This design comes from an exercise in tuning for small area on the open sky130 flow, not from production work.
RTL that was checked went through simulation tests only; none was proved equivalent to the original.
The clock port is modelled as an ideal driver, which makes a skipped or thinned clock tree look cheaper than it is; a real chip needs a root buffer or a tree.
Power and IR drop assume default switching activity.

==> module BinaryToSevSeg, before the edit <==
module BinaryToSevSeg(
	input [3:0] i_code,
	output [6:0] o_sevseg);
	assign o_sevseg[0] = ~((i_code[1]) | (~i_code[2] & ~i_code[3]));
	assign o_sevseg[1] = (~i_code[0] & i_code[1]) | (~i_code[1] & i_code[3]);
	assign o_sevseg[2] = (~i_code[0] & i_code[3]) | (i_code[0] & i_code[1] & i_code[2]) | (~i_code[1] & i_code[3]);
	assign o_sevseg[3] = ~((~i_code[0] & ~i_code[1] & ~i_code[2]) | (i_code[1] & ~i_code[3]));
	assign o_sevseg[4] = (~i_code[0] & i_code[2]) | (i_code[0] & ~i_code[1]) | (i_code[0] & ~i_code[2] & ~i_code[3]);
	assign o_sevseg[5] = ~((~i_code[0]) | (i_code[1] & i_code[3]));
	assign o_sevseg[6] = ~((~i_code[0] & i_code[2]) | (i_code[1]));
endmodule
==> module StateMachineGame, before the edit <==
module StateMachineGame(
	input i_clk,
	input i_rst,
	input [4:0] i_sw,
	input [3:0] i_fall,
	input i_tfall,
	input [21:0] i_lfsr,
	output o_count_en,
	output [3:0] o_led,
	output [3:0] o_disp);
	localparam START = 3'd0;
	localparam START_W = 3'd1;
	localparam PATTERN_OFF_W = 3'd3;
	localparam PATTERN_OFF = 3'd6;
	localparam SHOW_STEP = 3'd4;
	localparam WAIT_PLAYER = 3'd5;
	localparam END = 3'd7;
	localparam END_W = 3'd2;
	localparam [2:0] E0 = 3'd0;
	localparam [2:0] E1 = 3'd5;
	localparam [2:0] E2 = 3'd7;
	localparam [2:0] E3 = 3'd3;
	localparam [2:0] E4 = 3'd4;
	localparam [2:0] E5 = 3'd6;
	localparam [2:0] E6 = 3'd2;
	localparam [2:0] E7 = 3'd1;
	localparam [3:0] D_F = 4'd10;
	localparam [3:0] D_A = 4'd11;
	localparam [3:0] D_BLANK = 4'd9;
	reg [2:0] r_state;
	reg [2:0] r_step;
	reg [3:0] r_disp;
	reg r_pdv, r_dv;
	reg [1:0] r_pid, r_id;
	reg [15:0] r_pattern;
	wire [2:0] w_score = r_disp[2:0];
	wire w_start = (~r_state[0] & ~r_state[1] & ~r_state[2]);
	wire w_start_w = (r_state[0] & ~r_state[1] & ~r_state[2]);
	wire w_off_w = (r_state[0] & r_state[1] & ~r_state[2]);
	wire w_off = (~r_state[0] & r_state[1] & r_state[2]);
	wire w_show = (~r_state[0] & ~r_state[1] & r_state[2]);
	wire w_wait = (r_state[0] & ~r_state[1] & r_state[2]);
	wire w_end = (r_state[0] & r_state[1] & r_state[2]);
	wire w_end_w = (~r_state[0] & r_state[1] & ~r_state[2]);
	localparam [15:0] PPOL = 16'h5494;
	wire [15:0] w_pat = r_pattern ^ PPOL;
	reg [1:0] w_entry;
	always @(*)
		case (r_step)
		E0: w_entry = {w_pat[0], w_pat[1]};
		E1: w_entry = {w_pat[2], w_pat[3]};
		E2: w_entry = {w_pat[4], w_pat[5]};
		E3: w_entry = {w_pat[6], w_pat[7]};
		E4: w_entry = {w_pat[8], w_pat[9]};
		E5: w_entry = {w_pat[10], w_pat[11]};
		E6: w_entry = {w_pat[12], w_pat[13]};
		default: w_entry = {w_pat[14], w_pat[15]};
		endcase
	wire [2:0] w_step_inc;
	assign w_step_inc[0] = (~r_step[0] & ~r_step[2]) | (r_step[0] & r_step[2]);
	assign w_step_inc[1] = (r_step[2]);
	assign w_step_inc[2] = (~r_step[0] & ~r_step[1]) | (r_step[0] & r_step[1] & ~r_step[2]) | (~r_step[1] & r_step[2]);
	localparam [2:0] MARK = E0 ^ 3'd1;
	wire w_last = (w_score == r_step);
	wire w_correct = (r_id == w_entry);
	always @(posedge i_clk)
	begin
		if (i_rst)
			r_state <= START_W;
		else if (i_sw[4])
			r_state <= START;
		else
			case (r_state)
			START: r_state <= PATTERN_OFF_W;
			START_W: r_state <= PATTERN_OFF_W;
			PATTERN_OFF_W: r_state <= PATTERN_OFF;
			PATTERN_OFF: if (i_tfall) r_state <= SHOW_STEP;
			SHOW_STEP: if (i_tfall) r_state <= w_last ? WAIT_PLAYER : PATTERN_OFF;
			WAIT_PLAYER:
				if (r_dv)
				begin
					if (!w_correct)
						r_state <= END;
					else if (w_last)
						r_state <= (w_score == E7) ? END : PATTERN_OFF_W;
				end
			END: r_state <= END_W;
			default: r_state <= END_W;
			endcase
		if (i_rst)
			r_disp <= D_BLANK;
		else if (w_start_w | w_off_w)
			r_disp <= {1'b0, r_step};
		else if (w_end_w)
			r_disp <= (r_step[0] == E0[0]) ? D_A : D_F;
		if (i_rst | w_start | w_start_w | w_off_w)
			r_step <= E0;
		else if (w_show & i_tfall)
			r_step <= w_last ? E0 : w_step_inc;
		else if (w_wait & r_dv)
			r_step <= w_correct ? w_step_inc : MARK;
		if (w_start | w_start_w)
			r_pattern <= i_lfsr[15:0];
		r_pdv <= |i_fall;
		r_pid <= i_fall[0] ? 2'd0 : i_fall[1] ? 2'd1 : i_fall[2] ? 2'd2 : 2'd3;
		r_dv <= r_pdv;
		r_id <= r_pid;
	end
	assign o_count_en = (~r_state[0] & r_state[2]) | (r_state[0] & r_state[1] & ~r_state[2]);
	assign o_led[0] = (w_show & (w_entry == 2'd0)) | i_sw[0];
	assign o_led[1] = (w_show & (w_entry == 2'd1)) | i_sw[1];
	assign o_led[2] = (w_show & (w_entry == 2'd2)) | i_sw[2];
	assign o_led[3] = (w_show & (w_entry == 2'd3)) | i_sw[3];
	assign o_disp = r_disp;
endmodule
Settings: LEC_CHECK=0, CAP_MARGIN=20, CORE_MARGIN=2, CORE_UTILIZATION=60, PLACE_DENSITY=0.9, SLEW_MARGIN=20; clock period 10.0 ns.
standard.sh (not shown) runs the stock make flow with config.mk's settings and CLKGATE_MAP_FILE= SYNTH_SCRIPT=/design/flow/synth_recipe.tcl, a recipe that flattens the netlist after the stock synthesis.
==> flow/flow/run.sh <==
#!/bin/bash
# Layout flow: the standard ORFS flow (standard.sh) with these changes:
#  - synthesis maps the logic with an area-oriented ABC script and without
#    ORFS's half/full adder extraction (the same Yosys script otherwise, so
#    the registers are the standard ones);
#  - ports are buffered with the smallest buffer;
#  - the clock tree is built by cts_manual.tcl (a few clock buffers, one per
#    group of nearby flip-flops) instead of TritonCTS.
# make's output goes to standard.log and finish.log, the clock tree step's
# to cts_manual.log, each ORFS tool's to ORFS's logs/.
set -e
H=$(pwd)
cp flow/abc_area.script "$H/abc_area.script"
{
  echo "proc abc {args} {"
  echo "  set i [lsearch -exact \$args -script]"
  echo "  if {\$i >= 0} { lset args [expr {\$i + 1}] $H/abc_area.script }"
  echo "  yosys abc {*}\$args"
  echo "}"
  cat synth_recipe.tcl
} > my_synth.tcl
sed "s#SYNTH_SCRIPT=[^ ]*#SYNTH_SCRIPT=$H/my_synth.tcl ADDER_MAP_FILE=#" standard.sh > my_standard.sh
export BUFFER_PORTS_ARGS="-buffer_cell sky130_fd_sc_hd__buf_1"
bash my_standard.sh place > standard.log 2>&1
RESULTS=$H/orfs/results/sky130hd/MemoryGameTopLvl/base PLATFORM_DIR=$FLOW_HOME/platforms/sky130hd \
  NCLUSTER=$(cat flow/ncluster.txt) CLKBUF=$(cat flow/clkbuf.txt) CLKPORT=i_clk \
  openroad -no_init -exit flow/cts_manual.tcl > cts_manual.log 2>&1
bash my_standard.sh finish > finish.log 2>&1
Other scripts of this flow, unchanged in this note and not shown: flow/flow/abc_area.script, flow/flow/clkbuf.txt, flow/flow/cts_manual.tcl, flow/flow/ncluster.txt
The baseline finished clean.
Edit:
--- a/flow/design.v
+++ b/flow/design.v
@@ -66,15 +66,15 @@
 	assign o_fall = r_state & w_det & ~i_bouncy;
 endmodule
 module BinaryToSevSeg(
 	input [3:0] i_code,
 	output [6:0] o_sevseg);
-	assign o_sevseg[0] = ~((i_code[1]) | (~i_code[2] & ~i_code[3]));
-	assign o_sevseg[1] = (~i_code[0] & i_code[1]) | (~i_code[1] & i_code[3]);
-	assign o_sevseg[2] = (~i_code[0] & i_code[3]) | (i_code[0] & i_code[1] & i_code[2]) | (~i_code[1] & i_code[3]);
-	assign o_sevseg[3] = ~((~i_code[0] & ~i_code[1] & ~i_code[2]) | (i_code[1] & ~i_code[3]));
-	assign o_sevseg[4] = (~i_code[0] & i_code[2]) | (i_code[0] & ~i_code[1]) | (i_code[0] & ~i_code[2] & ~i_code[3]);
+	assign o_sevseg[0] = (~i_code[0] & i_code[1] & i_code[2]) | (i_code[0] & ~i_code[1] & ~i_code[2]);
+	assign o_sevseg[1] = (~i_code[0] & ~i_code[1] & i_code[2]) | (~i_code[0] & i_code[1] & ~i_code[2]) | (~i_code[1] & i_code[3]);
+	assign o_sevseg[2] = (~i_code[0] & i_code[3]) | (i_code[0] & i_code[1] & ~i_code[2] & ~i_code[3]) | (~i_code[1] & i_code[3]);
+	assign o_sevseg[3] = (~i_code[0] & i_code[1] & i_code[2]) | (i_code[0] & ~i_code[1]) | (i_code[3]);
+	assign o_sevseg[4] = (i_code[0] & ~i_code[1]) | (i_code[2]);
 	assign o_sevseg[5] = ~((~i_code[0]) | (i_code[1] & i_code[3]));
 	assign o_sevseg[6] = ~((~i_code[0] & i_code[2]) | (i_code[1]));
 endmodule
 module StateMachineGame(
 	input i_clk,
@@ -93,17 +93,17 @@
 	localparam SHOW_STEP = 3'd4;
 	localparam WAIT_PLAYER = 3'd5;
 	localparam END = 3'd7;
 	localparam END_W = 3'd2;
 	localparam [2:0] E0 = 3'd0;
-	localparam [2:0] E1 = 3'd5;
-	localparam [2:0] E2 = 3'd7;
-	localparam [2:0] E3 = 3'd3;
-	localparam [2:0] E4 = 3'd4;
-	localparam [2:0] E5 = 3'd6;
+	localparam [2:0] E1 = 3'd1;
+	localparam [2:0] E2 = 3'd3;
+	localparam [2:0] E3 = 3'd7;
+	localparam [2:0] E4 = 3'd6;
+	localparam [2:0] E5 = 3'd4;
 	localparam [2:0] E6 = 3'd2;
-	localparam [2:0] E7 = 3'd1;
+	localparam [2:0] E7 = 3'd5;
 	localparam [3:0] D_F = 4'd10;
 	localparam [3:0] D_A = 4'd11;
 	localparam [3:0] D_BLANK = 4'd9;
 	reg [2:0] r_state;
 	reg [2:0] r_step;
@@ -133,13 +133,13 @@
 		E5: w_entry = {w_pat[10], w_pat[11]};
 		E6: w_entry = {w_pat[12], w_pat[13]};
 		default: w_entry = {w_pat[14], w_pat[15]};
 		endcase
 	wire [2:0] w_step_inc;
-	assign w_step_inc[0] = (~r_step[0] & ~r_step[2]) | (r_step[0] & r_step[2]);
-	assign w_step_inc[1] = (r_step[2]);
-	assign w_step_inc[2] = (~r_step[0] & ~r_step[1]) | (r_step[0] & r_step[1] & ~r_step[2]) | (~r_step[1] & r_step[2]);
+	assign w_step_inc[0] = (~r_step[2]);
+	assign w_step_inc[1] = (~r_step[0] & ~r_step[1] & r_step[2]) | (r_step[0] & r_step[1]) | (r_step[0] & ~r_step[2]);
+	assign w_step_inc[2] = (r_step[1]);
 	localparam [2:0] MARK = E0 ^ 3'd1;
 	wire w_last = (w_score == r_step);
 	wire w_correct = (r_id == w_entry);
 	always @(posedge i_clk)
 	begin
The changed run finished clean.
Synthesized cell count is higher by about 0.5%.
Design area stays flat.
Synthesized area barely changes.
Sequential power rises by about 2%.
Clock power hardly moves.
Core utilization stays flat.
Routed wire length went up by 2.1%.
Die area hardly moves.
The RTL of the second run of this note was laid out without a check of its function. In every run of this note, the design's own scripts or RTL, not TritonCTS, make the clock network.

-- static timing again, ports no longer ideal --
No port has a modelled driver above. Below, the same layouts with a new extraction and two added sets of constraints.
Step 1 assumes that a clkbuf_16 drives the clock port and a buf_2 every other input.
Step 2 times the ports against the registers' clock, not the clock port: input delays grow and output delays shrink by t, the midpoint of the rising clock arrivals with the driver on.
Three values: ideal ports, drivers, drivers and shift; two values: the first two.
| run | shift t [ns] | slack for setup (ns) | clock arrival spread, ns | worst slew at a driven data input, ns |
|---|---|---|---|---|
| the first run | 0.248 | 5.816 / 5.741 / 5.990 | 0.016 / 0.015 | 0.03 |
| the second run | 0.256 | 5.656 / 5.575 / 5.831 | 0.020 / 0.021 | 0.03 |
After both steps setup and hold are still met in every run listed.
